What follows belongs to an exercise in optimizing a design on an open flow for small area and a short achievable clock period; a production flow would make more cautious choices. Only simulation tests tie the RTL to the original design; equivalence was not proved. The flow treats the clock pin as an ideal source. Dropping or thinning the clock tree relies on that and would not hold on a real chip. Power is estimated from default activity; no workload was simulated.

==> inputs of job 4145 <==
==> flow/design.v (excerpt) <==
module lightHashDES(
    input              clk,
    input              M_valid,
    input              rst_n,
    input      [7:0]   M,
    input     [63:0]   input_length,
    output reg         hash_ready,
    output     [31:0]  digest
);
    reg        busy;
    reg [63:0] counter;
    reg        a_t, b_t, c_t;  
    reg  [6:0] f;              
    wire [63:0] counter_d;
    wire start = !busy && M_valid;
    wire z1;
    wire z2;
    wire z3;
    wire z4;
    wire z5;
    wire z6;
    wire z7;
    wire z8;
    wire z9;
    wire z10;
    wire z11;
    wire z12;
    wire z13;
    wire z14;
    wire z15;
    wire z16;
    wire z17;
    wire z18;
    wire z19;
    wire z20;
    wire z21;
    wire z22;
    wire z23;
    wire z24;
    wire z25;
    wire z26;
    wire z27;
    wire z28;
    wire z29;
    wire z30;
    wire z31;
    wire z32;
    wire z33;
    wire z34;
    wire z35;
    wire z36;
    wire z37;
    wire z38;
    wire z39;
    wire z40;
    wire z41;
    wire z42;
    wire z43;
    wire z44;
    wire z45;
    wire z46;
    wire z47;
    wire z48;
    wire z49;
    wire z50;
    wire z51;
    wire z52;
    wire z53;
    wire z54;
    wire z55;
    wire z56;
    wire zi57;
    wire z58;
    wire z59;
    wire zi60;
    wire z61;
    wire z62;
    wire zi63;
    wire z64;
    wire z65;
    wire zi66;
    wire z67;
    wire z68;
    wire z69;
    wire zi70;
    wire z71;
    wire z72;
    wire z73;
    wire z74;
    wire zi75;
    wire z76;
    wire z77;
    wire z78;
  ...
Settings: LEC_CHECK=0, CAP_MARGIN=20, CORE_MARGIN=2, CORE_UTILIZATION=40, SETUP_SLACK_MARGIN=1.6, SLEW_MARGIN=20, SYNTH_HIERARCHICAL=1; clock period 3.3 ns.
standard.sh (not shown) runs the stock make flow with config.mk's settings and CLKGATE_MAP_FILE= SYNTH_SCRIPT=/design/flow/synth_recipe.tcl, a recipe that flattens the netlist after the stock synthesis.
==> flow/flow/run.sh <==
#!/bin/bash
cp standard.sh standard.sh.txt
export BUFFER_PORTS_ARGS="-buffer_cell sky130_fd_sc_hd__buf_1"
export PRE_CTS_TCL=$(pwd)/flow/cts_hook.tcl
bash standard.sh > standard.log 2>&1
==> flow/flow/cts_hook.tcl <==
# Clock tree of two levels: the clock port drives one root buffer at the
# centre of the flip-flops, which drives four leaf buffers, each driving
# the flip-flops of one quarter of the placement (split at the median x,
# then each half at its median y). All registers get the same depth (two
# buffers), so the tree is balanced; TritonCTS is then skipped.
set nbuf_cell sky130_fd_sc_hd__clkbuf_8
if {[info exists ::env(LEAF_BUF)]} { set nbuf_cell $::env(LEAF_BUF) }
set root_cell sky130_fd_sc_hd__clkbuf_8
if {[info exists ::env(ROOT_BUF)]} { set root_cell $::env(ROOT_BUF) }
set block [ord::get_db_block]
set db [ord::get_db]
set clknet [$block findNet clk]
set master [$db findMaster $nbuf_cell]

set sinks {}
foreach it [$clknet getITerms] {
  set inst [$it getInst]
  set box [$inst getBBox]
  set x [expr {([$box xMin] + [$box xMax]) / 2}]
  set y [expr {([$box yMin] + [$box yMax]) / 2}]
  lappend sinks [list $it $x $y]
}
puts "manual CTS: [llength $sinks] clock sinks"

proc split_half {lst idx} {
  set s [lsort -integer -index $idx $lst]
  set h [expr {[llength $s] / 2}]
  return [list [lrange $s 0 [expr {$h - 1}]] [lrange $s $h end]]
}
set clusters {}
foreach half [split_half $sinks 1] {
  foreach q [split_half $half 2] {
    lappend clusters $q
  }
}

# root buffer at the centre of all sinks
set sx 0; set sy 0
foreach s $sinks { incr sx [lindex $s 1]; incr sy [lindex $s 2] }
set rx [expr {$sx / [llength $sinks]}]
set ry [expr {$sy / [llength $sinks]}]
set rmaster [$db findMaster $root_cell]
set root [odb::dbInst_create $block $rmaster "cts_root"]
set rnet [odb::dbNet_create $block "clknet_cts_root"]
$rnet setSigType CLOCK
[$root findITerm A] connect $clknet
[$root findITerm X] connect $rnet
$root setLocation [expr {$rx - [$rmaster getWidth] / 2}] [expr {$ry - [$rmaster getHeight] / 2}]
$root setPlacementStatus PLACED

set i 0
foreach cl $clusters {
  set n [llength $cl]
  if {$n == 0} { continue }
  set sx 0; set sy 0
  foreach s $cl { incr sx [lindex $s 1]; incr sy [lindex $s 2] }
  set cx [expr {$sx / $n}]
  set cy [expr {$sy / $n}]
  set inst [odb::dbInst_create $block $master "cts_clkbuf_$i"]
  set net [odb::dbNet_create $block "clknet_cts_$i"]
  $net setSigType CLOCK
  [$inst findITerm A] connect $rnet
  [$inst findITerm X] connect $net
  foreach s $cl {
    set it [lindex $s 0]
    $it disconnect
    $it connect $net
  }
  set w [[$inst getMaster] getWidth]
  set h [[$inst getMaster] getHeight]
  $inst setLocation [expr {$cx - $w / 2}] [expr {$cy - $h / 2}]
  $inst setPlacementStatus PLACED
  puts "manual CTS: cts_clkbuf_$i drives $n sinks at ($cx, $cy)"
  incr i
}
$clknet setSigType CLOCK
global_connect

rename clock_tree_synthesis tritoncts_clock_tree_synthesis
proc clock_tree_synthesis {args} {
  puts "manual CTS: clock tree already built, TritonCTS skipped"
}
==> job 9872: changes against job 4145 <==
--- a/flow/design.v
+++ b/flow/design.v
@@ -231,15 +231,15 @@
     input     [63:0]   input_length,
     output reg         hash_ready,
     output     [31:0]  digest
 );
     reg        busy;
     reg [63:0] counter;
     reg        a_t, b_t, c_t;  
-    reg  [6:0] f;              
+    reg [11:0] f;              
     wire [63:0] counter_d;
     wire start = !busy && M_valid;
     wire z1;
     wire z2;
     wire z3;
     wire z4;
     wire z5;
@@ -690,28 +690,28 @@
             busy       <= 1'b0;
             hash_ready <= 1'b0;
         end else begin
             hash_ready <= busy & one;
             busy       <= busy ? !one : M_valid;
         end
     end
-    localparam [6:0] C0 = 7'b111_0111;
-    localparam [6:0] CP = 7'b011_1001;
-    localparam [6:0] CA = 7'b100_1011;
-    localparam [6:0] CB = 7'b001_0111;
-    localparam [6:0] CC = CA & CB;            
-    localparam [6:0] OA = CA & ~CB;           
-    localparam [6:0] OB = CB & ~CA;           
+    localparam [11:0] C0 = 12'b1010_1101_0101;
+    localparam [11:0] CP = 12'b0111_1110_0011;
+    localparam [11:0] CA = 12'b1000_0110_1111;
+    localparam [11:0] CB = 12'b0001_1001_1111;
+    localparam [11:0] CC = CA & CB;            
+    localparam [11:0] OA = CA & ~CB;           
+    localparam [11:0] OB = CB & ~CA;           
     always @(posedge clk) begin
         counter <= counter_d;
         a_t     <= a_m;
         b_t     <= b_m;
         c_t     <= c_m;
-        f       <= start ? C0 : f ^ CP ^ (OA & {7{a_t}}) ^ (OB & {7{b_t}}) ^ (CC & {7{c_t}});
+        f       <= start ? C0 : f ^ CP ^ (OA & {12{a_t}}) ^ (OB & {12{b_t}}) ^ (CC & {12{c_t}});
     end
     assign digest = {
-        f[2],  f[6],  f[2],  f[6],  ~f[4], f[3],  f[4],  ~f[3],   
-        f[5],  f[5],  ~f[5], ~f[5], ~f[5], 1'b0,  f[5],  1'b0,    
-        ~f[3], ~f[4], f[3],  f[4],  ~f[3], f[2],  f[3],  f[2],    
-        ~f[1], f[0],  ~f[1], ~f[0], f[1],  ~f[0], f[1],  f[0]     
+        f[4],  f[11], f[4],  f[11], f[8],  f[5],  f[7],  f[6],    
+        f[9],  f[9],  f[10], f[10], f[10], 1'b0,  f[9],  1'b0,    
+        f[6],  f[8],  f[5],  f[7],  f[6],  f[4],  f[5],  f[4],    
+        f[3],  f[0],  f[3],  f[1],  f[2],  f[1],  f[2],  f[0]     
     };
 endmodule
==> flow/flow/run.sh (replaced) <==
#!/bin/bash
cp standard.sh standard.sh.txt
export BUFFER_PORTS_ARGS="-buffer_cell sky130_fd_sc_hd__buf_1"
bash standard.sh > standard.log 2>&1
Settings changed: ABC_AREA set to 1.
removed: flow/flow/cts_hook.tcl
==> summary of the runs <==
Of job 4145 and job 9872, job 9872 has the higher power (gap 37%, measured against job 9872). Of job 4145 and job 9872, job 9872 has the higher critical path depth (gap 2). Hold slack: job 4145 is higher than job 9872 (0.012 ns). Between job 4145 and job 9872, the lower setup slack is in job 9872 (gap 0.026 ns). Of job 9872 and job 4145, job 4145 has the higher fmax (gap about 1.5%, measured against job 4145). Of job 9872 and job 4145, job 9872 has the higher via count (gap about 37%, measured against job 4145). Of job 9872 and job 4145, job 9872 has the higher synthesized cell count (gap about 70%, measured against job 4145).
==> figures <==
quantity	job 9872	job 4145
Cell Area, Placed	0.00575 mm²	0.00456 mm²
Final area over synthesized area	1.231x	1.244x
Pre-Repair DR Iteration Count	5	4
Critical R2R Capture	counter[54]	counter[61]
Fraction of area in registers	25.3%	30.5%
Data required time at the worst endpoint	3.55 ns	3.54 ns
Die Footprint	0.0141 mm²	0.0111 mm²
Total power	4.24 mW	2.65 mW
Area taken by multi-input logic gates	0.00277 mm²	0.00252 mm²
Placeable core region	0.0128 mm²	0.0101 mm²
GRT Overall Usage	15.6%	15.0%
Outcome	timing/DRC/antenna clean	timing/DRC/antenna clean
P_int	2.53 mW	1.70 mW
Flop pwr share	42.4%	53.1%
Wire length of the first global-routing pass	18.2 mm	14.5 mm
The clock cells of job 4145 come from the design's own scripts or RTL, not from TritonCTS.

-- what the ideal ports hide --
Ports are ideal in the flow. The routed layouts listed here were re-timed in OpenROAD. Step 1 (the two cells are an assumption about what drives the block):
set clk [get_ports {clk}]
set_driving_cell -lib_cell sky130_fd_sc_hd__clkbuf_16 $clk
set_driving_cell -lib_cell sky130_fd_sc_hd__buf_2 [delete_from_list [all_inputs] $clk]
Step 2 adds t to the input delays and takes it off the output delays; t is the mean of the earliest and latest rising clock arrival at the registers after step 1. Input paths then give back, and output paths get back, about the clock's delay inside the block. Three values: no drivers, after step 1, after step 2; two values: the first two.
run | t (ns) | setup WS [ns] | worst hold slack (ns) | worst setup path at the end | latest minus earliest clock arrival (ns)
job 4145 | 0.371 | 1.667 / 1.639 / 1.467 | 0.092 / 0.084 / 0.436 | input to register | 0.008 / 0.008
job 9872 | 0.385 | 1.641 / 1.641 / 1.398 | 0.080 / 0.071 / 0.423 | input to register | 0.008 / 0.009
After both steps setup and hold are still met in every run listed. The setup slack of job 9872, which loses most, moves by 0.000 ns with the drivers and by -0.243 ns with both steps.
